What follows belongs to an exercise in optimizing a design on an open flow for small area and a short achievable clock period; a production flow would make more cautious choices.
In this exercise RTL edits were held to simulation tests only and were not proved equivalent to the original.

## flow/design.v (module list and top-level ports; edited modules follow where they fit)
// module signed_Mult32_3_Y21_final_4: 6 lines
// module mult32_low: 941 lines
// module mult32_tree: 960 lines
// module mult32exact: 38 lines
// module ff_mult32appx: 60 lines
module ff_mult32appx(clk, aa, bb, yy1, yy2);
  // ...
==> flow/run.sh <==
#!/bin/bash
# synth_recipe.tcl (not shown) runs the flow's synth.tcl, then flattens the netlist and writes it again
# the make line also repeats each setting of config.mk as NAME=value (left out here)
make -C /OpenROAD-flow-scripts/flow DESIGN_CONFIG=/design/flow/config.mk WORK_HOME=/design/flow/orfs CLKGATE_MAP_FILE= SYNTH_SCRIPT=/design/flow/synth_recipe.tcl finish
==> flow/config.mk <==
export PLATFORM = sky130hd
export DESIGN_NAME = ff_mult32appx
export DESIGN_NICKNAME = ff_mult32appx
export VERILOG_FILES = /design/flow/design.v
export SDC_FILE = /design/flow/constraint.sdc
export NUM_CORES = 4
export LEC_CHECK = 0
export CAP_MARGIN = 20
export CORE_MARGIN = 2
export CORE_UTILIZATION = 40
export SETUP_SLACK_MARGIN = 4.4
export SLEW_MARGIN = 20
export TNS_END_PERCENT = 5
==> flow/constraint.sdc <==
create_clock -name core_clock -period 8.0 [get_ports {clk}]
set_input_delay 1.6000 -clock core_clock [delete_from_list [all_inputs] [get_ports {clk}]]
set_output_delay 1.6000 -clock core_clock [all_outputs]
set_load 0.01 [all_outputs]
==> out/results.ini, run 1 <==
[clock_tree]
clockBufferDepth = 3
h-tree-depth = 2
clkLatencyLatePin_ns = 0.63

[finish]
largest_reg_flops = 209
fin_cells = 6467
biggestCellCategory = multi-input combinational cells
clock_area_frac = 0.03025
final_common_cell = nand2_1

[worst_setup_path]
reg2reg_to = s0[18]$_DFF_P_
required_ns = 8.53
worst-path-stages = 16
cpPeakStageDelay_ns = 0.54

[yosys]
ys_top_cells_by_area = fa_1, dfxtp_1, a21oi_1
synth_xor_area_frac = 0.05700
synth_most_common_cell = a21oi_1
synth_compound_area_frac = 0.2446
syn_area_um2 = 41640

[placement]
dp_cells = 6175
dp_slack_ns = 2.097

[sta]
slew_headroom = 0.2376
drv_slew = 0

[floorplanning]
tapCellCount = 1380
num_io_pins = 193

[status]
status = finished clean

[hold_path]
hold_path.class = flip-flop to flip-flop

[grt]
grt_max_degree = 95
grt_pass1_wl_um = 239000
grtUsageTotal = 0.2920

[routing]
via_per_inst = 6.084
drc = 0
post_drt_wl_per_cell_um = 25.14
first_pass_iters = 8

==> inputs of run 2 (changes only) <==
--- a/flow/config.mk
+++ b/flow/config.mk
@@ -8,6 +8,6 @@
 export CAP_MARGIN = 20
 export CORE_MARGIN = 2
 export CORE_UTILIZATION = 40
-export SETUP_SLACK_MARGIN = 4.4
+export SETUP_SLACK_MARGIN = 4.0
 export SLEW_MARGIN = 20
 export TNS_END_PERCENT = 5
==> out/results.ini, run 2 <==
[yosys]
synth_warnings = 1
ys_top_cells_by_area = fa_1, dfxtp_1, a21oi_1
synth_most_common_cell = a21oi_1
syn_area_um2 = 41640  ; unchanged
yosysSeqAreaShare = 0.1884
synthArstFlopShare = 0
synth_cell_types = 61
ys_ff_latch = 392
synthCells = 5128
synth_flop_cell = dfxtp_1
synth_common_cells = a21oi_1, nand2_1, fa_1
synth_top_area_share = 0.2279
yosysTopAreaCell = fa_1
syn_avg_cell_area_um2 = 8.121
synth_edf_count = 0

[routing]
wl_um = 148600
via_per_inst = 5.930  ; -2.5%
postRouteAntennaNets = 0
drc = 0  ; unchanged
post_drt_wl_per_cell_um = 23.48  ; -6.6%
vias = 37540
first_pass_iters = 6  ; -2
drtIter0Drc = 4618

[finish]
final_cell_mix = nand2_1, a21oi_1, inv_1
area.growth.synth_to_final_pct = 12.47
fin_nets = 5577
largest_reg_flops = 209  ; unchanged
finalCoreUtilization = 0.4532
multi_input_area_um2 = 30320
n_fill_cell = 10040
ff_latch_area_um2 = 7929
final_common_cell = nand2_1
drive_above_1_share = 0.1021
regMostFlops = cs
top_regs = cs (209), s0 (40), yy1 (33)

[floorplanning]
core_area_um2 = 103300
num_io_pins = 193  ; unchanged
dieWidth_um = 326.7
rows = 118
die-area_um2 = 106700
initial_utilization = 0.4029
die_y_um = 326.7

[sta]
max_freq_ghz = 0.2337
skew_ns = 0.04952
setup_viol = 0
worst_pin_slew_ns = 1.011
hold_violations = 0
period_share = 0.5349
tns_ns = 0
grt_setup_unrepaired = true
drv_slew = 0  ; unchanged
slew_headroom = 0.3191  ; +0.08143
fin_ws_ns = 3.721
final.min_clock_period_ns = 4.279

[worst_setup_path]
worst-path-stages = 8  ; -8
cp.buffers_inverters = 2
start_kind = input pin
cpPeakStageDelay_ns = 0.58  ; +0.04 ns
worstPathArrival_ns = 4.74
cp_slowest_cell = fa_1
r2r.worst_path.cells = 15
path_cells = buf_6 > buf_16 > xor2_1 > and2_1 > a221oi_2 > fa_1 > fa_1 > fa_1
path_max_fanout = 57
cpMostUsedCell = fa_1
required_ns = 8.47  ; -0.06 ns
cp-end-kind = flip-flop
timing_worst_setup_path_type = input pin to flip-flop
critPathTopFamily = adder cells

[grt]
antenna_found_initial = 9
grt_max_degree = 103  ; +8.4%
grt-ovfl-total = 0
grt_pass1_wl_um = 221600  ; -7.3%
grtUsageTotal = 0.2680  ; -0.02397
first_global_vias = 34640

[clock_tree]
cts_hold_buf = 0
h-tree-depth = 2  ; unchanged
cts_tree = yes
root_buffer = clkbuf_16
cts_num_sinks = 392
clockBufferDepth = 3  ; unchanged
clk_pin_slew_ns = 0.05
clkLatencyLatePin_ns = 0.64  ; about the same
cts_buffers = 46

[job]
drv_cap = 0

[hold_path]
hold_depth = 1
hold_path.class = flip-flop to flip-flop

[status]
status = finished clean

[placement]
dp_slack_ns = 2.332  ; +0.2353 ns
dp_hpwl_um = 99890
gp_congestion = 0.9025
portBuffers = 161

## run 2: cell count changes in the layout (fill, tap and decap cells not counted), sizes merged, moves of 3 or more
| cell | previous run | this run |
|---|---|---|
| dlygate4sd2 | 22 | 13 |
| clkinv | 18 | 14 |
| bufbuf | 42 | 3 |
| buf | 296 | 210 |
| diode | 0 | 3 |
| clkinvlp | 15 | 11 |
| clkbuf | 70 | 75 |
## run 2: per-layer routing
layer	track usage	vias to the layer above	part of all wire	wire [um]
li1	-	16960	-	-
met4	0.07688	8	0.030	4485
met1	0.3890	18260	0.43	64140
met3	0.06255	245	0.11	16620
met5	0	-	0.00035	52
met2	0.3954	2069	0.43	63350
## run 2: cell families after synthesis
family | synth area share
AO/OA/AOI/OAI | 0.2446
adder cells (fa/ha/maj) | 0.2971
XOR/XNOR | 0.05700
buffers and inverters | 0.1025
other | 0.00009005
AND/OR/NAND/NOR | 0.1098
flip-flops | 0.1884
multiplexers | 0.0005108
## run 2: worst register-to-register path: cells and delay by family, from the launching register on
kind | cells | cell delay (ns)
AOI/OAI and AO/OA | 5 | 0.77
xor gates and xnor gates | 2 | 0.29
DFF | 1 | 0.37
buffers and inverters | 2 | 0.32
adders and majority gates | 6 | 2.38
## run 2: path summary, 6_finish.rpt
check | start | to | slack (ns)
max | bb[5] | cs[74]$_DFF_P_ | 3.72
min | cs[0]$_DFF_P_ | ylo[0]$_DFF_P_ | 0.45
min reg2reg | cs[0]$_DFF_P_ | ylo[0]$_DFF_P_ | 0.45
max reg2reg | e1[12]$_DFF_P_ | s0[25]$_DFF_P_ | 3.81
## run 2: cell type report
type	count	area share
clock buffer	59	0.02690
timing repair buffer	328	0.07528
timing repair inverter	1	0.0001069
multi-input combinational	3674	0.6474
antenna	3	0.0001603
inverter	475	0.03948
tap	1380	0.03686
sequential	392	0.1693
clock inverter	18	0.004568
## run 2: through the flow
stage	cell area (um2)	cells	hold WS, ns
after floorplan	42620	5158	0.4200
after global placement	43360	6179	0.4428
after detailed placement	43360	6179	0.4425
after CTS	45820	6293	0.4613
after global routing	46840	6330	0.4759
final	46840	6330	0.4535
## run 2: timing repair
action / 4_1_cts / 5_1_grt
resized for setup: 235 / 172
buffers inserted: 27 / 26
cloned: 10 / 8
pin swaps: 15 / 49
setup endpoints to repair: 218 / 138
==> inputs of run 3 (changes only) <==
--- a/flow/config.mk
+++ b/flow/config.mk
@@ -10,4 +10,4 @@
 export CORE_UTILIZATION = 40
 export SETUP_SLACK_MARGIN = 4.0
 export SLEW_MARGIN = 20
-export TNS_END_PERCENT = 5
+export TNS_END_PERCENT = 25
==> out/results.ini, run 3 <==
[status]
status = finished clean

[sta]
drv_slew = 0  ; unchanged
slew_headroom = 0.1783  ; -0.1408
tns_ns = 0  ; unchanged
hold_violations = 0  ; unchanged
grt_setup_unrepaired = true
fin_ws_ns = 3.860  ; +0.1395 ns
period_share = 0.5174  ; -0.01744
final.min_clock_period_ns = 4.140  ; -0.1395 ns
setup_viol = 0  ; unchanged
worst_pin_slew_ns = 1.220  ; +0.2090 ns
max_freq_ghz = 0.2416  ; +3.4%
skew_ns = 0.02348  ; -0.02603 ns

[finish]
area.growth.synth_to_final_pct = 14.73
largest_reg_flops = 209  ; unchanged
finalCoreUtilization = 0.4623  ; +0.009104
fin_cells = 6364  ; +0.54%
final_common_cell = nand2_1
top_regs = cs (209), s0 (40), yy1 (33)
regMostFlops = cs
final_cell_mix = nand2_1, a21oi_1, inv_1
drive_above_1_share = 0.1228  ; +0.02076
fin_nets = 5602  ; +0.45%

[clock_tree]
cts_num_sinks = 392  ; unchanged
h-tree-depth = 2  ; unchanged
cts_buffers = 47  ; +2.2%
cts_hold_buf = 0  ; unchanged
clk_pin_slew_ns = 0.06  ; about the same
clkLatencyLatePin_ns = 0.63  ; about the same
clockBufferDepth = 3  ; unchanged
cts_tree = yes
root_buffer = clkbuf_16

[routing]
wl_met1_um = 63840  ; -0.46%
via_per_inst = 5.978  ; +0.80%
wl_um = 150200  ; +1.1%
wl_met2_um = 62560  ; -1.2%
first_pass_iters = 7  ; +1
wl_met3_um = 17930  ; +7.9%
vias = 38040  ; +1.3%
dr.max_layer_used = met5
post_drt_wl_per_cell_um = 23.61  ; +0.54%
postRouteAntennaNets = 0  ; unchanged
drc = 0  ; unchanged
drtIter0Drc = 4954  ; +7.3%

[grt]
grt_max_degree = 110  ; +6.8%
grt-ovfl-total = 0  ; unchanged
first_global_vias = 34870  ; +0.67%
grtUsageTotal = 0.2740  ; +0.005913
grt_pass1_wl_um = 225100  ; +1.6%
antenna_found_initial = 8  ; -1

[yosys]
synth_cell_types = 61  ; unchanged
synth_common_cells = a21oi_1, nand2_1, fa_1
ys_top_cells_by_area = fa_1, dfxtp_1, a21oi_1
syn_area_um2 = 41640  ; unchanged
synth_flop_cell = dfxtp_1
yosysSeqAreaShare = 0.1884  ; unchanged
synth_top_area_share = 0.2279  ; unchanged
synth_edf_count = 0  ; unchanged
synth_most_common_cell = a21oi_1
synthCells = 5128  ; unchanged
synth_warnings = 1  ; unchanged
synthArstFlopShare = 0  ; unchanged
yosysTopAreaCell = fa_1
syn_avg_cell_area_um2 = 8.121  ; unchanged
ys_ff_latch = 392  ; unchanged

[worst_setup_path]
path_max_fanout = 7  ; -88%
r2r-start = cs[15]$_DFF_P_
timing_worst_setup_path_type = flip-flop to flip-flop
cp-end-kind = flip-flop
start_kind = flip-flop
worstPathArrival_ns = 4.52  ; -0.22 ns
setup.worst_path.start = cs[15]$_DFF_P_
required_ns = 8.38  ; -0.09 ns

[floorplanning]
num_io_pins = 193  ; unchanged
initial_utilization = 0.4029  ; unchanged
die_y_um = 326.7  ; unchanged
die-area_um2 = 106700  ; unchanged
core_area_um2 = 103300  ; unchanged
dieWidth_um = 326.7  ; unchanged
rows = 118  ; unchanged

[placement]
dp_cells = 6177  ; -0.032%
portBuffers = 161  ; unchanged
dp_hpwl_um = 99920  ; about the same
dp_slack_ns = 2.447  ; +0.1151 ns
gp_congestion = 0.9130  ; +1.2%

[job]
drv_cap = 0  ; unchanged

[hold_path]
worstHoldStart = cs[1]$_DFF_P_
hold_path.class = flip-flop to flip-flop

run 3: cell counts after synthesis:
Identical to the previous run, type by type.
run 3: logic make-up (layout without fill, tap and decap cells):
group	count (synthesis)	count (layout)	share of synthesized area
xor+xnor	271	271	0.05700
buf+inv	1096	916	0.1025
other cells	1	33	0.00009005
fa+ha+maj	732	732	0.2971
mux	2	2	0.0005108
compound gates	1582	1582	0.2446
flops	392	392	0.1884
simple gates	1052	1056	0.1098
run 3: layer usage:
layer,vias up,track usage
met5,-,0
met4,8,0.09444
met3,360,0.06613
met2,2352,0.3930
met1,18310,0.3994
li1,17010,-
run 3: final timing paths:
path                     to  slack, ns  cells past startpoint
max              cl$_DFF_P_       3.86                     11
min          ylo[0]$_DFF_P_       0.44                      1
max reg2reg      cl$_DFF_P_       3.86                     11
min reg2reg  ylo[0]$_DFF_P_       0.44                      1
run 3: stage by stage:
| step | area [um2] | hold slack (ns) |
|---|---|---|
| CTS | 46770 | 0.4528 |
| global placement | 43400 | 0.4414 |
| detailed placement | 43400 | 0.4375 |
| finish | 47780 | 0.4435 |
| floorplan | 42890 | 0.4200 |
| global route | 47780 | 0.4767 |
run 3: layout make-up:
cell class,instances,area [um2]
diodes,2,5.005
clock buffers,65,1375
clock inverters,23,380.4
fillers,9902,55570
inverters,475,1848
multi-input cells,3674,30670
flip-flops and latches,392,7936
well taps,1380,1727
repair buffers,352,3835
repair inverters,1,5.005
run 3: timing repair:
action,in CTS,in global routing
pin swaps,46,68
buffers inserted,50,29
setup endpoints to repair,202,117
gates cloned,15,3
resized for setup,344,162
run 3: worst max-delay path: stages, from the launching register on:
cell and delay, ns:
dfxtp_1 0.32, fa_1 0.53, inv_1 0.05, fa_1 0.49, inv_1 0.05, ha_1 0.40
nand2_1 0.11, nor2_1 0.31, o211ai_2 0.25, nand4b_1 0.27, a21oi_1 0.15, o21ai_0 0.97
==> inputs of run 4 (changes only) <==
--- a/flow/config.mk
+++ b/flow/config.mk
@@ -10,4 +10,4 @@
 export CORE_UTILIZATION = 40
 export SETUP_SLACK_MARGIN = 4.0
 export SLEW_MARGIN = 20
-export TNS_END_PERCENT = 25
+export TNS_END_PERCENT = 10
==> out/results.ini, run 4 <==
[worst_setup_path]
r2r-start = e1[12]$_DFF_P_
start_kind = input pin
cp.buffers_inverters = 3  ; +1
r2r.worst_path.cells = 16  ; +5
path_max_fanout = 21  ; +14
reg2reg_slack_ns = 3.83  ; -0.03 ns
cpPeakStageDelay_ns = 0.55  ; -0.42 ns
required_ns = 8.50  ; +0.12 ns
reg2reg_to = s0[25]$_DFF_P_
path_cells = buf_2 > buf_4 > nor2b_1 > nand2_1 > o311a_1 > o22ai_1 > fa_1 > fa_1 > inv_1 > fa_1
cpMostUsedCell = fa_1
cp_slowest_cell = fa_1
worstPathArrival_ns = 4.69  ; +0.17 ns
critPathTopFamily = adder cells
cp-end-kind = flip-flop
timing_worst_setup_path_type = input pin to flip-flop

[clock_tree]
cts_hold_buf = 0  ; unchanged
clk_pin_slew_ns = 0.07  ; about the same
cts_num_sinks = 392  ; unchanged
clkLatencyLatePin_ns = 0.62  ; about the same
cts_buffers = 46  ; -2.1%
clockBufferDepth = 3  ; unchanged
h-tree-depth = 2  ; unchanged
root_buffer = clkbuf_16
cts_tree = yes

[sta]
max_freq_ghz = 0.2390  ; -1.1%
grt_setup_unrepaired = true
fin_ws_ns = 3.816  ; -0.04403 ns
hold_violations = 0  ; unchanged
drv_slew = 0  ; unchanged
period_share = 0.5230  ; +0.005504
worst_pin_slew_ns = 1.096  ; -0.1238 ns
skew_ns = 0.03135  ; +0.007867 ns
final.min_clock_period_ns = 4.184  ; +0.04403 ns
tns_ns = 0  ; unchanged
setup_viol = 0  ; unchanged
slew_headroom = 0.2617  ; +0.08339

[grt]
antenna_found_initial = 7  ; -1
grt_max_degree = 120  ; +9.1%
grt-ovfl-total = 0  ; unchanged
grtUsageTotal = 0.2717  ; -0.002211
grt_pass1_wl_um = 223600  ; -0.69%
first_global_vias = 34810  ; -0.15%

[floorplanning]
initial_utilization = 0.4029  ; unchanged
num_io_pins = 193  ; unchanged
rows = 118  ; unchanged
dieWidth_um = 326.7  ; unchanged
die-area_um2 = 106700  ; unchanged
die_y_um = 326.7  ; unchanged
core_area_um2 = 103300  ; unchanged

[routing]
postRouteAntennaNets = 0  ; unchanged
drc = 0  ; unchanged
via_per_inst = 5.915  ; -1.0%
post_drt_wl_per_cell_um = 23.44  ; -0.74%
wl_um = 148700  ; -1.0%
first_pass_iters = 7  ; unchanged
vias = 37540  ; -1.3%
drtIter0Drc = 4564  ; -7.9%

[finish]
top_regs = cs (209), s0 (40), yy1 (33)
final_common_cell = nand2_1
regMostFlops = cs
ff_latch_area_um2 = 7936  ; unchanged
multi_input_area_um2 = 30550  ; -0.37%
area.growth.synth_to_final_pct = 13.08
final_cell_mix = nand2_1, a21oi_1, inv_1
n_fill_cell = 10140  ; +2.4%
largest_reg_flops = 209  ; unchanged
drive_above_1_share = 0.1152  ; -0.007636
fin_nets = 5587  ; -0.27%

[yosys]
synth_common_cells = a21oi_1, nand2_1, fa_1
synth_top_area_share = 0.2279  ; unchanged
synth_cell_types = 61  ; unchanged
synthArstFlopShare = 0  ; unchanged
yosysSeqAreaShare = 0.1884  ; unchanged
yosysTopAreaCell = fa_1
syn_avg_cell_area_um2 = 8.121  ; unchanged
synth_flop_cell = dfxtp_1
syn_area_um2 = 41640  ; unchanged
ys_ff_latch = 392  ; unchanged
synth_most_common_cell = a21oi_1
synth_edf_count = 0  ; unchanged
synth_warnings = 1  ; unchanged
synthCells = 5128  ; unchanged
ys_top_cells_by_area = fa_1, dfxtp_1, a21oi_1

[placement]
portBuffers = 161  ; unchanged
dp_hpwl_um = 100300  ; +0.35%
dp_slack_ns = 2.336  ; -0.1110 ns
gp_congestion = 0.9162  ; +0.35%

[status]
status = finished clean

[hold_path]
hold_depth = 1  ; unchanged
hold_path.class = flip-flop to flip-flop
min_to = ylo[0]$_DFF_P_
worstHoldStart = cs[1]$_DFF_P_

[job]
drv_cap = 0  ; unchanged

run 4: cell families after synthesis:
kind of cell             after synthesis  synth area share
buffers and inverters               1096            0.1025
AND/OR/NAND/NOR                     1052            0.1098
XOR/XNOR                             271           0.05700
flip-flops                           392            0.1884
multiplexers                           2         0.0005108
adder cells (fa/ha/maj)              732            0.2971
AO/OA/AOI/OAI                       1582            0.2446
other                                  1        0.00009005
run 4: repair_timing:
item,CTS,global route
endpoints found under the setup margin,216,138
setup buffers,51,15
gates resized for setup,317,133
cloned,12,3
pin swaps,50,58
run 4: area by class of cell:
cell class / instances / share of cell area
timing repair inverter: 1 / 0.0001063
timing repair buffer: 338 / 0.07336
sequential: 392 / 0.1685
clock buffer: 61 / 0.02758
multi-input combinational: 3674 / 0.6489
inverter: 475 / 0.03887
antenna: 2 / 0.0001063
tap: 1380 / 0.03667
clock inverter: 24 / 0.005899
run 4: layer usage:
metal,global-route usage,vias up,wire length (um),share of wire
met5,0,-,41,0.00028
met2,0.3892,2032,62100,0.42
li1,-,16970,-,-
met3,0.07184,299,17220,0.12
met4,0.09075,6,5310,0.036
met1,0.3939,18230,64070,0.43
run 4: worst max path at each step:
stage	startpoint	end	slack, ns	depth (start not counted)
final	aa[21]	cs[110]$_DFF_P_	3.82	10
after global routing	e2[0]$_DFF_P_	s0[18]$_DFF_P_	3.70	16
after CTS	e2[2]$_DFF_P_	s0[32]$_DFF_P_	3.82	16
after detailed placement	bb[10]	cs[98]$_DFF_P_	2.34	10
after global placement	bb[10]	cs[98]$_DFF_P_	2.38	10
after floorplan	bb[5]	cs[82]$_DFF_P_	3.88	9
run 4: per-stage QoR:
step                utilization  hold slack, ns  cells  cell area (um2)
finish                   0.4556          0.4500   6347            47090
global route             0.4556          0.4800   6347            47090
CTS                      0.4486          0.4581   6327            46360
detailed placement       0.4197          0.4466   6179            43370
global placement         0.4197          0.4402   6179            43370
floorplan                     -          0.4200   5158            42690
==> module ff_mult32appx, before the edit <==
module ff_mult32appx(clk, aa, bb, yy1, yy2);
  input clk;
  input [31:0] aa;
  input [31:0] bb;
  output [63:0] yy1, yy2;
  wire [33:0] bx = {1'b0, bb, 1'b0};
  wire [16:0] e1_d, e2_d, en_d;
  genvar j;
  generate for (j = 0; j < 16; j = j + 1) begin : g_enc
    wire hi = bx[2*j+2], mi = bx[2*j+1], lo = bx[2*j];
    assign e1_d[j] = mi ^ lo;
    assign e2_d[j] = (hi & ~mi & ~lo) | (~hi & mi & lo);
    assign en_d[j] = hi;
  end endgenerate
  assign e1_d[16] = bb[31];
  assign e2_d[16] = 1'b0;
  assign en_d[16] = 1'b0;
  wire [208:0] cs_d;
  mult32_low u_low (.aa(aa), .bb(bb), .e1_d(e1_d[11:0]), .e2_d(e2_d[11:0]), .en_d(en_d), .cs(cs_d));
  reg [31:0] a1;
  reg [16:12] e1, e2, en;
  reg [208:0] cs;
  reg za, zb, b1one;
  always @(posedge clk) begin
    a1 <= aa;
    e1 <= e1_d[16:12];
    e2 <= e2_d[16:12];
    en <= en_d[16:12];
    cs <= cs_d;
    za <= ~|aa;
    zb <= ~|bb;
    b1one <= (bb == 32'd1);
  end
  wire [23:0] ylo_d;
  wire cl_d;
  wire [39:0] s0_d;
  wire [39:0] pp_d;
  wire [5:0] bg_d;
  wire [5:0] bp_d;
  mult32_tree u_tree (.a1(a1), .e1(e1), .e2(e2), .en(en), .cs(cs), .ylo(ylo_d), .cl(cl_d), .s0(s0_d), .pp(pp_d), .bg(bg_d), .bp(bp_d));
  wire [63:0] y1_d;
  signed_Mult32_3_Y21_final_4 u_appx (.a(a1), .zero(za | zb), .one(b1one), .y(y1_d));
  reg  [23:0] ylo;
  reg  cl;
  reg  [39:0] s0;
  reg  [39:0] pp;
  reg  [5:0] bg;
  reg  [5:0] bp;
  reg [63:0] yy1;
  always @(posedge clk) begin
    ylo <= ylo_d;
    cl <= cl_d;
    s0 <= s0_d;
    pp <= pp_d;
    bg <= bg_d;
    bp <= bp_d;
    yy1 <= y1_d;
  end
  mult32exact u_add (.ylo(ylo), .cl(cl), .s0(s0), .pp(pp), .bg(bg), .bp(bp), .y(yy2));
endmodule
==> inputs of run 5 (changes only) <==
--- a/flow/design.v
+++ b/flow/design.v
@@ -1953,8 +1953,9 @@
   genvar j;
   generate for (j = 0; j < 16; j = j + 1) begin : g_enc
     wire hi = bx[2*j+2], mi = bx[2*j+1], lo = bx[2*j];
-    assign e1_d[j] = mi ^ lo;
-    assign e2_d[j] = (hi & ~mi & ~lo) | (~hi & mi & lo);
+    wire one = mi ^ lo, both = mi & lo;
+    assign e1_d[j] = one;
+    assign e2_d[j] = hi ? ~(one | both) : both;
     assign en_d[j] = hi;
   end endgenerate
   assign e1_d[16] = bb[31];
==> out/results.ini, run 5 <==
[grt]
first_global_vias = 26430  ; -24%
grtUsageTotal = 0.2710  ; -0.0007681
grt_pass1_wl_um = 175000  ; -22%
grt-ovfl-total = 0  ; unchanged
grt_max_degree = 62  ; -48%
antenna_found_initial = 5  ; -2

[sta]
final.min_clock_period_ns = 4.193  ; +0.009080 ns
period_share = 0.5241  ; +0.001135
drv_slew = 0  ; unchanged
hold_ws_ns = 0.4582  ; +0.008190 ns
worst_pin_slew_ns = 1.153  ; +0.05721 ns
max_freq_ghz = 0.2385  ; -0.22%
grt_setup_unrepaired = true
skew_ns = 0.03429  ; +0.002943 ns
tns_ns = 0  ; unchanged
fin_ws_ns = 3.807  ; -0.009080 ns
hold_violations = 0  ; unchanged
slew_headroom = 0.2312  ; -0.03042
setup_viol = 0  ; unchanged

[hold_path]
worstHoldStart = cs[1]$_DFF_P_
hold_depth = 1  ; unchanged
min_to = ylo[0]$_DFF_P_
hold_path.class = flip-flop to flip-flop

[yosys]
syn_area_um2 = 33930  ; -19%
yosysSeqAreaShare = 0.2313  ; +0.04282
yosysTopAreaCell = fa_1
synth_edf_count = 0  ; unchanged
synth_top_area_share = 0.2796  ; +0.05178
ys_top_cells_by_area = fa_1, dfxtp_1, xnor2_1
synth_most_common_cell = xnor2_1
synthCells = 3359  ; -34%
synth_warnings = 1  ; unchanged
synth_cell_types = 54  ; -11%
synth_common_cells = xnor2_1, inv_1, fa_1
syn_avg_cell_area_um2 = 10.10  ; +24%
ys_ff_latch = 392  ; unchanged
synth_flop_cell = dfxtp_1
synthArstFlopShare = 0  ; unchanged

[finish]
final_cell_mix = xnor2_1, inv_1, fa_1
regMostFlops = cs
fin_nets = 4123  ; -26%
top_regs = cs (209), s0 (40), yy1 (33)
largest_reg_flops = 209  ; unchanged
final_common_cell = xnor2_1
area.growth.synth_to_final_pct = 20.69
fin_cells = 4604  ; -27%
ff_latch_area_um2 = 7953  ; +0.21%
n_fill_cell = 7768  ; -23%
drive_above_1_share = 0.1741  ; +0.05891
multi_input_area_um2 = 24590  ; -20%

[clock_tree]
clockBufferDepth = 3  ; unchanged
clk_pin_slew_ns = 0.06  ; about the same
cts_tree = yes
cts_buffers = 49  ; +6.5%
cts_num_sinks = 392  ; unchanged
h-tree-depth = 2  ; unchanged
clkLatencyLatePin_ns = 0.62  ; about the same
cts_hold_buf = 0  ; unchanged
root_buffer = clkbuf_16

[placement]
dp_hpwl_um = 73580  ; -27%
dp_slack_ns = 2.309  ; -0.02748 ns
portBuffers = 161  ; unchanged
gp_congestion = 0.8589  ; -6.3%
dp_cells = 4405  ; -29%

[worst_setup_path]
required_ns = 8.49  ; about the same
r2r.worst_path.cells = 16  ; unchanged
cp-end-kind = flip-flop
r2r-start = e2[3]$_DFF_P_
start_kind = input pin
reg2reg_slack_ns = 3.83  ; about the same
path_max_fanout = 15  ; -29%
reg2reg_to = s0[25]$_DFF_P_
timing_worst_setup_path_type = input pin to flip-flop
setup.worst_path.start = aa[25]
worstPathArrival_ns = 4.68  ; about the same

[routing]
wl_um = 118700  ; -20%
vias = 25710  ; -32%
drtIter0Drc = 2641  ; -42%
postRouteAntennaNets = 0  ; unchanged
first_pass_iters = 6  ; -1
post_drt_wl_per_cell_um = 25.77  ; +10%
drc = 0  ; unchanged
via_per_inst = 5.584  ; -5.6%

[job]
drv_cap = 0  ; unchanged

[floorplanning]
core_area_um2 = 83820  ; -19%
dieWidth_um = 295.3  ; -9.6%
die_y_um = 295.3  ; -9.6%
die-area_um2 = 87180  ; -18%
rows = 106  ; -10%
num_io_pins = 193  ; unchanged
initial_utilization = 0.4048  ; +0.001883

[status]
status = finished clean

-- run 5: cell types whose count changed after synthesis, sizes merged, moves of 242 or more --
cell	before	now
a22oi	224	466
xnor2	168	503
nor2	293	21
a21oi	498	65
nand2	492	93
-- run 5: final cells by class --
class,instances,share of cell area
multi-input cells,2193,0.6005
inverters,486,0.04619
diodes,1,0.00006110
flip-flops and latches,392,0.1942
clock inverters,23,0.007210
clock buffers,63,0.03342
well taps,1134,0.03465
repair buffers,312,0.08377
-- run 5: cell families (layout without fill, tap and decap cells) --
kind of cell / after synthesis / after routing / synth area share
simple gates: 233 / 233 / 0.03381
other cells: 1 / 32 / 0.0001105
flops: 392 / 392 / 0.2313
fa+ha+maj: 624 / 624 / 0.3350
buf+inv: 820 / 884 / 0.09476
compound gates: 675 / 675 / 0.1454
mux: 18 / 34 / 0.005900
xor+xnor: 596 / 596 / 0.1538
-- run 5: repair_timing --
action / CTS / global route
gates resized for setup: 337 / 92
pin swaps: 62 / 82
setup buffers: 75 / 9
gates cloned: 28 / 0
setup endpoints to repair: 232 / 108
-- run 5: per-stage QoR --
step                        util  area (um2)
after floorplan                -       35190
after global placement    0.4370       36630
after detailed placement  0.4370       36630
after CTS                 0.4833       40510
after global routing      0.4886       40950
final                     0.4886       40950
-- run 5: worst max-delay path by stage --
stage	to	slack (ns)	cells past startpoint
global placement	cs[90]$_DFF_P_	2.38	9
floorplan	s0[32]$_DFF_P_	3.60	16
global route	s0[25]$_DFF_P_	3.72	15
finish	cs[126]$_DFF_P_	3.81	7
CTS	s0[32]$_DFF_P_	3.86	17
detailed placement	cs[98]$_DFF_P_	2.31	10
-- run 5: metal layers --
layer  vias to the layer above  routed length (um)  track usage
li1                      10990                   -            -
met1                     12840               47710       0.3557
met2                      1483               52250       0.4210
met3                       398               11980      0.06292
met4                         6                6678       0.1322
met5                         -                  32            0
-- run 5: critical path: stages --
cell	delay [ns]
dlygate4sd2_1	0.95
a22oi_2	0.21
xnor2_1	0.36
fa_2	0.53
fa_1	0.54
inv_1	0.05
fa_1	0.42
==> inputs of run 6 (changes only) <==
==> flow/flow/run.sh (new file) <==
#!/bin/bash
# The standard layout (the standard.sh, unchanged synthesis and steps),
# with one change: the buffer on every input and output port is a
# sky130_fd_sc_hd__buf_4 instead of the buffer OpenROAD picks by default,
# which on this platform is a slow delay buffer (clkdlybuf4s50_1).
# All of standard.sh's output goes to standard.log here; ORFS keeps each
# step's full log under orfs/logs/.
set -euo pipefail
export BUFFER_PORTS_ARGS="-buffer_cell sky130_fd_sc_hd__buf_4"
bash standard.sh > standard.log 2>&1
==> flow/standard.sh (new file) <==
#!/bin/bash
# synth_recipe.tcl (not shown) runs the flow's synth.tcl, then flattens the netlist and writes it again
# the make line also repeats each setting of config.mk as NAME=value (left out here)
make -C /OpenROAD-flow-scripts/flow DESIGN_CONFIG=/design/flow/config.mk WORK_HOME=/design/flow/orfs CLKGATE_MAP_FILE= SYNTH_SCRIPT=/design/flow/synth_recipe.tcl "${@:-finish}"
--- a/flow/config.mk
+++ b/flow/config.mk
@@ -10,4 +10,4 @@
 export CORE_UTILIZATION = 40
 export SETUP_SLACK_MARGIN = 4.0
 export SLEW_MARGIN = 20
-export TNS_END_PERCENT = 10
+export TNS_END_PERCENT = 20
removed: flow/run.sh
==> out/results.ini, run 6 <==
[finish]
drive_above_1_share = 0.1947  ; +0.02062
fin_nets = 4064  ; -1.4%
area.growth.synth_to_final_pct = 18.19
final_common_cell = xnor2_1
n_fill_cell = 7788  ; +0.26%
top_regs = cs (209), s0 (40), yy1 (33)
largest_reg_flops = 209  ; unchanged
final_cell_mix = xnor2_1, inv_1, fa_1
ff_latch_area_um2 = 7954  ; about the same
multi_input_area_um2 = 24450  ; -0.60%
regMostFlops = cs

[floorplanning]
rows = 106  ; unchanged
initial_utilization = 0.4048  ; unchanged
dieWidth_um = 295.3  ; unchanged
core_area_um2 = 83820  ; unchanged
die-area_um2 = 87180  ; unchanged
die_y_um = 295.3  ; unchanged
num_io_pins = 193  ; unchanged

[hold_path]
hold_depth = 1  ; unchanged
worstHoldStart = cs[1]$_DFF_P_
hold_path.class = flip-flop to flip-flop
min_to = ylo[0]$_DFF_P_

[worst_setup_path]
reg2reg_slack_ns = 3.81  ; -0.02 ns
timing_worst_setup_path_type = flip-flop to flip-flop
worstPathArrival_ns = 4.75  ; +0.07 ns
path_max_fanout = 5  ; -10
r2r-start = e1[14]$_DFF_P_
reg2reg_to = s0[25]$_DFF_P_
required_ns = 8.57  ; +0.08 ns
start_kind = flip-flop
cp-end-kind = flip-flop
r2r.worst_path.cells = 15  ; -1

[yosys]
ys_top_cells_by_area = fa_1, dfxtp_1, xnor2_1
synth_top_area_share = 0.2796  ; unchanged
yosysTopAreaCell = fa_1
synth_most_common_cell = xnor2_1
yosysSeqAreaShare = 0.2313  ; unchanged
ys_ff_latch = 392  ; unchanged
synth_common_cells = xnor2_1, inv_1, fa_1
syn_area_um2 = 33930  ; unchanged
syn_avg_cell_area_um2 = 10.10  ; unchanged
synthCells = 3359  ; unchanged
synth_flop_cell = dfxtp_1
synthArstFlopShare = 0  ; unchanged
synth_cell_types = 54  ; unchanged
synth_warnings = 1  ; unchanged
synth_edf_count = 0  ; unchanged

[clock_tree]
clkLatencyLatePin_ns = 0.64  ; +0.02 ns
clk_pin_slew_ns = 0.06  ; about the same
cts_tree = yes
h-tree-depth = 2  ; unchanged
cts_buffers = 48  ; -2.0%
cts_hold_buf = 0  ; unchanged
cts_num_sinks = 392  ; unchanged
clockBufferDepth = 3  ; unchanged
root_buffer = clkbuf_16

[sta]
drv_slew = 0  ; unchanged
grt_setup_unrepaired = true
max_freq_ghz = 0.2389  ; +0.15%
setup_viol = 0  ; unchanged
final.min_clock_period_ns = 4.187  ; -0.006090 ns
hold_violations = 0  ; unchanged
slew_headroom = 0.5712  ; +0.3399
tns_ns = 0  ; unchanged
worst_pin_slew_ns = 0.6374  ; -0.5158 ns
period_share = 0.5233  ; -0.0007613
skew_ns = 0.04323  ; +0.008941 ns
fin_ws_ns = 3.813  ; +0.006090 ns

[grt]
grtUsageTotal = 0.2592  ; -0.01176
grt-ovfl-total = 0  ; unchanged
grt_pass1_wl_um = 168400  ; -3.8%
grt_max_degree = 62  ; unchanged
antenna_found_initial = 6  ; +1
first_global_vias = 26080  ; -1.4%

[routing]
vias = 25300  ; -1.6%
postRouteAntennaNets = 0  ; unchanged
drc = 0  ; unchanged
first_pass_iters = 7  ; +1
drtIter0Drc = 2437  ; -7.7%
via_per_inst = 5.558  ; -0.46%
post_drt_wl_per_cell_um = 24.95  ; -3.2%
wl_um = 113600  ; -4.3%

[placement]
gp_congestion = 0.8437  ; -1.8%
portBuffers = 161  ; unchanged
dp_hpwl_um = 71270  ; -3.1%
dp_slack_ns = 2.329  ; +0.02004 ns

[job]
drv_cap = 0  ; unchanged

[status]
status = finished clean

[run 6: cell count changes in the layout (fill, tap and decap cells not counted), moves of 6 or more]
cell / delta
dlygate4sd2_1: -16
buf_2: -29
ha_1: +9
buf_12: -8
ha_4: -7
buf_4: +109
mux2_4: -7
bufbuf_16: -6
clkdlybuf4s50_1: -101
clkdlybuf4s15_2: -9
[run 6: kinds of logic (layout without fill, tap and decap cells)]
family                     after synthesis  count (layout)  synth area share
buffers and inverters                  820             837           0.09476
xor gates and xnor gates               596             596            0.1538
and+or+nand+nor                        233             233           0.03381
other                                    1              34         0.0001105
DFF                                    392             392            0.2313
AOI/OAI and AO/OA                      675             675            0.1454
adders and majority gates              624             624            0.3350
muxes                                   18              27          0.005900
[run 6: through the flow]
stage	utilization	cells	hold slack (ns)	cell area, um2
6_report	0.4785	4552	0.4385	40100
5_1_grt	0.4784	4551	0.4642	40100
4_1_cts	0.4708	4528	0.4409	39460
3_5_place_dp	0.4305	4368	0.4318	36080
3_3_place_gp	0.4305	4368	0.4338	36080
2_1_floorplan	-	3389	0.4200	35270
[run 6: timing repair]
item | CTS | global route
resized for setup | 208 | 98
cloned | 14 | 4
endpoints found under the hold margin | 0 | 0
setup endpoints to repair | 203 | 89
setup buffers | 56 | 17
pin swaps | 57 | 93
[run 6: critical path, stage by stage (launching register included)]
cell and delay [ns]:
dfxtp_4 0.34, buf_4 0.15, buf_4 0.16, a22oi_1 0.18
xnor2_1 0.17, fa_1 0.44, fa_1 0.43, fa_1 0.50
fa_2 0.48, ha_4 0.20, fa_2 0.36, a21o_1 0.17
a21oi_2 0.14, o21bai_1 0.08, a21oi_1 0.16, xnor2_1 0.14
[run 6: area by class of cell]
class,count,area share
Sequential cell,392,0.1983
Clock inverter,25,0.007800
Antenna cell,3,0.0001872
Timing Repair Buffer,261,0.06754
Multi-Input combinational cell,2186,0.6096
Inverter,486,0.04792
Tap cell,1134,0.03538
Clock buffer,65,0.03329
[run 6: routing by layer]
layer  GRT usage  routed length, um  up-vias
li1            -                  -    10850
met1      0.3439              45790    12660
met2      0.3999              49950     1427
met3     0.06255              11740      355
met4      0.1195               5997       10
met5           0                110        -
[run 6: how the worst max path moves through the flow]
stage / start / end / slack (ns) / cells past startpoint
CTS: cl$_DFF_P_ / yy2[58] / 3.87 / 7
global placement: bb[1] / cs[114]$_DFF_P_ / 2.43 / 9
floorplan: en[3]$_DFF_P_ / s0[32]$_DFF_P_ / 3.60 / 16
finish: e1[14]$_DFF_P_ / s0[25]$_DFF_P_ / 3.81 / 15
global route: e2[1]$_DFF_P_ / s0[18]$_DFF_P_ / 3.69 / 17
detailed placement: bb[1] / cs[114]$_DFF_P_ / 2.33 / 9
==> inputs of run 7 (changes only) <==
--- a/flow/config.mk
+++ b/flow/config.mk
@@ -10,4 +10,4 @@
 export CORE_UTILIZATION = 40
 export SETUP_SLACK_MARGIN = 4.0
 export SLEW_MARGIN = 20
-export TNS_END_PERCENT = 20
+export TNS_END_PERCENT = 10
==> out/results.ini, run 7 <==
[yosys]
synthCells = 3359  ; unchanged
synth_warnings = 1  ; unchanged
synth_top_area_share = 0.2796  ; unchanged
syn_avg_cell_area_um2 = 10.10  ; unchanged
synth_cell_types = 54  ; unchanged
ys_top_cells_by_area = fa_1, dfxtp_1, xnor2_1
synth_common_cells = xnor2_1, inv_1, fa_1
yosysTopAreaCell = fa_1
ys_ff_latch = 392  ; unchanged
synthArstFlopShare = 0  ; unchanged
synth_edf_count = 0  ; unchanged
synth_flop_cell = dfxtp_1
synth_most_common_cell = xnor2_1
syn_area_um2 = 33930  ; unchanged
yosysSeqAreaShare = 0.2313  ; unchanged

[sta]
grt_setup_unrepaired = true
period_share = 0.5233  ; about the same
tns_ns = 0  ; unchanged
drv_slew = 0  ; unchanged
hold_violations = 0  ; unchanged
final.min_clock_period_ns = 4.186  ; -0.0002100 ns
skew_ns = 0.02922  ; -0.01401 ns
worst_pin_slew_ns = 0.6516  ; +0.01419 ns
slew_headroom = 0.5616  ; -0.009544
setup_viol = 0  ; unchanged
max_freq_ghz = 0.2389  ; about the same

[floorplanning]
rows = 106  ; unchanged
num_io_pins = 193  ; unchanged
die-area_um2 = 87180  ; unchanged
core_area_um2 = 83820  ; unchanged
die_y_um = 295.3  ; unchanged
dieWidth_um = 295.3  ; unchanged
initial_utilization = 0.4048  ; unchanged

[placement]
gp_congestion = 0.8412  ; -0.30%
dp_hpwl_um = 71460  ; +0.27%
portBuffers = 161  ; unchanged

[finish]
regMostFlops = cs
drive_above_1_share = 0.1727  ; -0.02204
final_cell_mix = xnor2_1, inv_1, fa_1
area.growth.synth_to_final_pct = 17.23
largest_reg_flops = 209  ; unchanged
fin_nets = 4055  ; -0.22%
top_regs = cs (209), s0 (40), yy1 (33)
final_common_cell = xnor2_1
finalCoreUtilization = 0.4746  ; -0.003866

[worst_setup_path]
critPathTopFamily = adder cells
cp-end-kind = flip-flop
worstPathArrival_ns = 4.67  ; -0.08 ns
path_max_fanout = 4  ; -1
required_ns = 8.48  ; -0.09 ns
cp.buffers_inverters = 4  ; +2
start_kind = flip-flop
cp_slowest_cell = fa_1
cpMostUsedCell = fa_1
cpPeakStageDelay_ns = 0.51  ; about the same
path_cells = buf_12 > buf_4 > a22oi_1 > xnor2_1 > fa_1 > fa_1 > inv_1 > fa_1 > fa_1 > inv_1 > ha_1 > and3_1 > and2_1 > and3_1 > and2_1
timing_worst_setup_path_type = flip-flop to flip-flop

[routing]
via_per_inst = 5.549  ; -0.16%
postRouteAntennaNets = 0  ; unchanged
vias = 25210  ; -0.38%
wl_um = 113000  ; -0.55%
drc = 0  ; unchanged
first_pass_iters = 6  ; -1
post_drt_wl_per_cell_um = 24.87  ; -0.33%
drtIter0Drc = 2622  ; +7.6%

[grt]
grt-ovfl-total = 0  ; unchanged
antenna_found_initial = 8  ; +2
grtUsageTotal = 0.2595  ; +0.0002849
grt_pass1_wl_um = 168800  ; +0.24%
first_global_vias = 26030  ; -0.18%
grt_max_degree = 62  ; unchanged

[clock_tree]
h-tree-depth = 2  ; unchanged
clockBufferDepth = 3  ; unchanged
cts_num_sinks = 392  ; unchanged
cts_buffers = 48  ; unchanged
clk_pin_slew_ns = 0.06  ; about the same
clkLatencyLatePin_ns = 0.62  ; -0.02 ns
root_buffer = clkbuf_16
cts_tree = yes

[hold_path]
hold_path.class = flip-flop to flip-flop

[job]
drv_cap = 0  ; unchanged

[status]
status = finished clean

==> run 7: cell types whose count changed in the layout (fill, tap and decap cells not counted), sizes merged <==
cell,before,now
clkinv,13,15
mux2,25,24
clkbuf,68,59
buf,253,244
clkinvlp,7,5
bufinv,3,9
bufbuf,5,8
==> run 7: layout make-up <==
cell class	instances	area, um2
Multi-Input combinational cell	2185	24120
Inverter	486	1906
Antenna cell	3	7.507
Fill cell	7860	44040
Clock inverter	31	459.2
Sequential cell	392	7944
Timing Repair Buffer	253	2597
Tap cell	1134	1419
Clock buffer	58	1330
==> run 7: routing by layer <==
layer  GRT usage  wire length, um
met1      0.3479            46260
met2      0.4063            49840
met3     0.05338            11130
met4      0.1129             5660
met5           0               65
==> run 7: worst paths after layout <==
path         slack (ns)          start             end  cells after the start
max                3.81  e2[2]$_DFF_P_   bp[3]$_DFF_P_                     15
min                0.46  cs[1]$_DFF_P_  ylo[0]$_DFF_P_                      1
max reg2reg        3.81  e2[2]$_DFF_P_   bp[3]$_DFF_P_                     15
min reg2reg        0.46  cs[1]$_DFF_P_  ylo[0]$_DFF_P_                      1
==> run 7: cell families (layout without fill, tap and decap cells) <==
kind of cell / after synthesis / count (layout) / synth area share
AOI/OAI and AO/OA: 675 / 675 / 0.1454
xor gates and xnor gates: 596 / 596 / 0.1538
adders and majority gates: 624 / 624 / 0.3350
buffers and inverters: 820 / 828 / 0.09476
DFF: 392 / 392 / 0.2313
muxes: 18 / 26 / 0.005900
other: 1 / 34 / 0.0001105
and+or+nand+nor: 233 / 233 / 0.03381
==> run 7: timing repair <==
item,CTS,global route
buffers inserted,54,8
cloned,16,0
hold buffers,0,0
endpoints found under the setup margin,222,80
gates resized for setup,181,43
pin swaps,29,25
==> run 7: metrics by stage <==
step	instance area (um2)	worst slack, ns	std cells	hold WS (ns)
after global routing	39780	3.664	4541	0.4993
after detailed placement	36050	2.252	4372	0.4367
after global placement	36050	2.358	4372	0.4324
after CTS	39520	3.854	4531	0.4565
after floorplan	35190	3.598	3389	0.4200
final	39780	3.814	4542	0.4564
==> inputs of run 8 (changes only) <==
--- a/flow/config.mk
+++ b/flow/config.mk
@@ -7,7 +7,7 @@
 export LEC_CHECK = 0
 export CAP_MARGIN = 20
 export CORE_MARGIN = 2
-export CORE_UTILIZATION = 40
+export CORE_UTILIZATION = 45
 export SETUP_SLACK_MARGIN = 4.0
 export SLEW_MARGIN = 20
 export TNS_END_PERCENT = 10
==> out/results.ini, run 8 <==
[status]
status = finished clean

[clock_tree]
cts_buffers = 48  ; unchanged
cts_hold_buf = 0  ; unchanged
clockBufferDepth = 3  ; unchanged
h-tree-depth = 2  ; unchanged
cts_num_sinks = 392  ; unchanged
clkLatencyLatePin_ns = 0.62  ; about the same
root_buffer = clkbuf_16
clk_pin_slew_ns = 0.06  ; about the same
cts_tree = yes

[worst_setup_path]
cpPeakStageDelay_ns = 0.57  ; +0.06 ns
cp-end-kind = flip-flop
cp_slowest_cell = fa_1
path_cells = buf_12 > inv_4 > ha_1 > mux2_4 > a22oi_1 > xnor2_1 > fa_1 > inv_1 > fa_1 > fa_1
timing_worst_setup_path_type = input pin to flip-flop
start_kind = input pin
cpMostUsedCell = fa_1
path_max_fanout = 32  ; +28
required_ns = 8.49  ; about the same
worstPathArrival_ns = 4.82  ; +0.15 ns

[grt]
grtUsageTotal = 0.2880  ; +0.02850
grt_pass1_wl_um = 169500  ; +0.42%
grt_max_degree = 62  ; unchanged
first_global_vias = 27050  ; +3.9%
grt-ovfl-total = 0  ; unchanged
antenna_found_initial = 4  ; -4

[routing]
postRouteAntennaNets = 0  ; unchanged
via_per_inst = 5.873  ; +5.8%
wl_met2_um = 50230  ; +0.78%
dr.max_layer_used = met5
vias = 25520  ; +1.3%
drc = 0  ; unchanged
wl_met3_um = 10720  ; -3.6%
post_drt_wl_per_cell_um = 25.66  ; +3.2%
drtIter0Drc = 2581  ; -1.6%
wl_met1_um = 45700  ; -1.2%
wl_um = 111500  ; -1.3%
first_pass_iters = 6  ; unchanged

[sta]
tns_ns = 0  ; unchanged
final.min_clock_period_ns = 4.334  ; +0.1479 ns
skew_ns = 0.03197  ; +0.002750 ns
max_freq_ghz = 0.2307  ; -3.4%
drv_slew = 0  ; unchanged
period_share = 0.5418  ; +0.01849
hold_ws_ns = 0.4455  ; -0.01091 ns
hold_violations = 0  ; unchanged
worst_pin_slew_ns = 0.8706  ; +0.2190 ns
fin_ws_ns = 3.666  ; -0.1479 ns
slew_headroom = 0.4142  ; -0.1474
grt_setup_unrepaired = true
setup_viol = 0  ; unchanged

[placement]
gp_congestion = 0.9014  ; +7.2%
dp_slack_ns = 2.154  ; -0.09792 ns
dp_hpwl_um = 73260  ; +2.5%
portBuffers = 161  ; unchanged

[finish]
fin_nets = 4027  ; -0.69%
area.growth.synth_to_final_pct = 15.63
drive_above_1_share = 0.1721  ; -0.0005391
finalCoreUtilization = 0.5262  ; +0.05158
top_regs = cs (209), s0 (40), yy1 (33)
final_common_cell = xnor2_1
final_cell_mix = xnor2_1, inv_1, fa_1
largest_reg_flops = 209  ; unchanged
regMostFlops = cs

[yosys]
ys_top_cells_by_area = fa_1, dfxtp_1, xnor2_1
synth_edf_count = 0  ; unchanged
synth_warnings = 1  ; unchanged
synthArstFlopShare = 0  ; unchanged
synth_common_cells = xnor2_1, inv_1, fa_1
synth_top_area_share = 0.2796  ; unchanged
ys_ff_latch = 392  ; unchanged
yosysSeqAreaShare = 0.2313  ; unchanged
synth_most_common_cell = xnor2_1
synthCells = 3359  ; unchanged
syn_area_um2 = 33930  ; unchanged
synth_flop_cell = dfxtp_1
synth_cell_types = 54  ; unchanged
yosysTopAreaCell = fa_1
syn_avg_cell_area_um2 = 10.10  ; unchanged

[hold_path]
hold_path.class = flip-flop to flip-flop

[floorplanning]
initial_utilization = 0.4550  ; +0.05021
die_y_um = 278.6  ; -5.6%
num_io_pins = 193  ; unchanged
core_area_um2 = 74570  ; -11%
dieWidth_um = 278.6  ; -5.6%
die-area_um2 = 77620  ; -11%
rows = 100  ; -5.7%

[job]
drv_cap = 0  ; unchanged

==> run 8: cell count changes in the layout (fill, tap and decap cells not counted), sizes merged, moves of 2 or more <==
cell	before	now
buf	244	219
bufinv	9	5
clkinv	15	20
clkinvlp	5	3
mux2	24	21
==> run 8: metrics by stage <==
| stage | cell area, um2 | instances |
|---|---|---|
| 6_report | 39240 | 4346 |
| 4_1_cts | 39000 | 4338 |
| 3_5_place_dp | 35820 | 4205 |
| 3_3_place_gp | 35820 | 4205 |
| 5_1_grt | 39240 | 4345 |
| 2_1_floorplan | 35190 | 3389 |
==> run 8: worst max-delay path, delay by kind of cell <==
kind,cells,cell delay [ns]
XOR/XNOR,1,0.16
multiplexers,1,0.48
buffers and inverters,3,0.51
AO/OA/AOI/OAI,1,0.26
adder cells (fa/ha/maj),4,1.78
==> run 8: layer usage <==
metal / global-route usage / up-vias
li1: - / 10790
met1: 0.3871 / 12950
met2: 0.4505 / 1412
met3: 0.06313 / 367
met4: 0.1191 / 4
met5: 0 / -
==> run 8: final timing paths <==
kind	startpoint	to	slack (ns)	cells past startpoint
setup / recovery	bb[3]	cs[134]$_DFF_P_	3.67	10
hold / removal	cs[1]$_DFF_P_	ylo[0]$_DFF_P_	0.45	1
setup reg to reg	e2[0]$_DFF_P_	s0[25]$_DFF_P_	3.71	16
hold reg to reg	cs[1]$_DFF_P_	ylo[0]$_DFF_P_	0.45	1
==> run 8: timing repair <==
item                       4_1_cts  5_1_grt
gates cloned                    14        0
buffers inserted                32        6
pin swaps                       52       31
setup endpoints to repair      229       86
gates resized for setup        208       43
==> run 8: cell type report <==
| class | count | area [um2] |
|---|---|---|
| diodes | 2 | 5.005 |
| clock buffers | 58 | 1290 |
| clock inverters | 29 | 335.3 |
| fillers | 6618 | 35330 |
| inverters | 486 | 1908 |
| multi-input cells | 2182 | 24200 |
| flip-flops and latches | 392 | 7933 |
| well taps | 969 | 1212 |
| repair buffers | 228 | 2354 |
==> run 8: cell families (layout without fill, tap and decap cells) <==
logic type,Yosys count,after routing,share of synthesized area
flops,392,392,0.2313
fa+ha+maj,624,624,0.3350
simple gates,233,233,0.03381
buf+inv,820,801,0.09476
other cells,1,33,0.0001105
xor+xnor,596,596,0.1538
mux,18,23,0.005900
compound gates,675,675,0.1454

==> re-timing with driven ports <==
How much do the figures lean on ideal ports? The routed layouts below were timed once more, with nothing changed but the port constraints.
Step 1 sets driving cells, clkbuf_16 on the clock port and buf_2 on the other inputs (assumed; they add their load-dependent delay and slew).
Step 2 adds t to the input delays and takes it off the output delays; t is the mean of the earliest and latest rising clock arrival at the registers after step 1. Input paths then give back, and output paths get back, about the clock's delay inside the block.
Three values: ideal, step 1, step 2; two values: the first two.
run	t (ns)	setup slack, ns	clock arrival spread, ns
run 1	0.689	3.811 / 3.811 / 3.171	0.059 / 0.058
run 2	0.682	3.721 / 3.742 / 3.067	0.049 / 0.050
run 3	0.691	3.860 / 3.811 / 3.213	0.031 / 0.031
run 4	0.679	3.816 / 3.827 / 3.155	0.032 / 0.032
run 5	0.669	3.807 / 3.834 / 3.179	0.035 / 0.035
run 6	0.687	3.813 / 3.813 / 3.176	0.046 / 0.046
run 7	0.668	3.814 / 3.810 / 3.142	0.034 / 0.034
run 8	0.667	3.666 / 3.668 / 3.001	0.040 / 0.039
After both steps setup and hold are still met in every run listed. The setup slack of run 7, which loses most, moves by -0.004 ns with the drivers and by -0.672 ns with both steps.
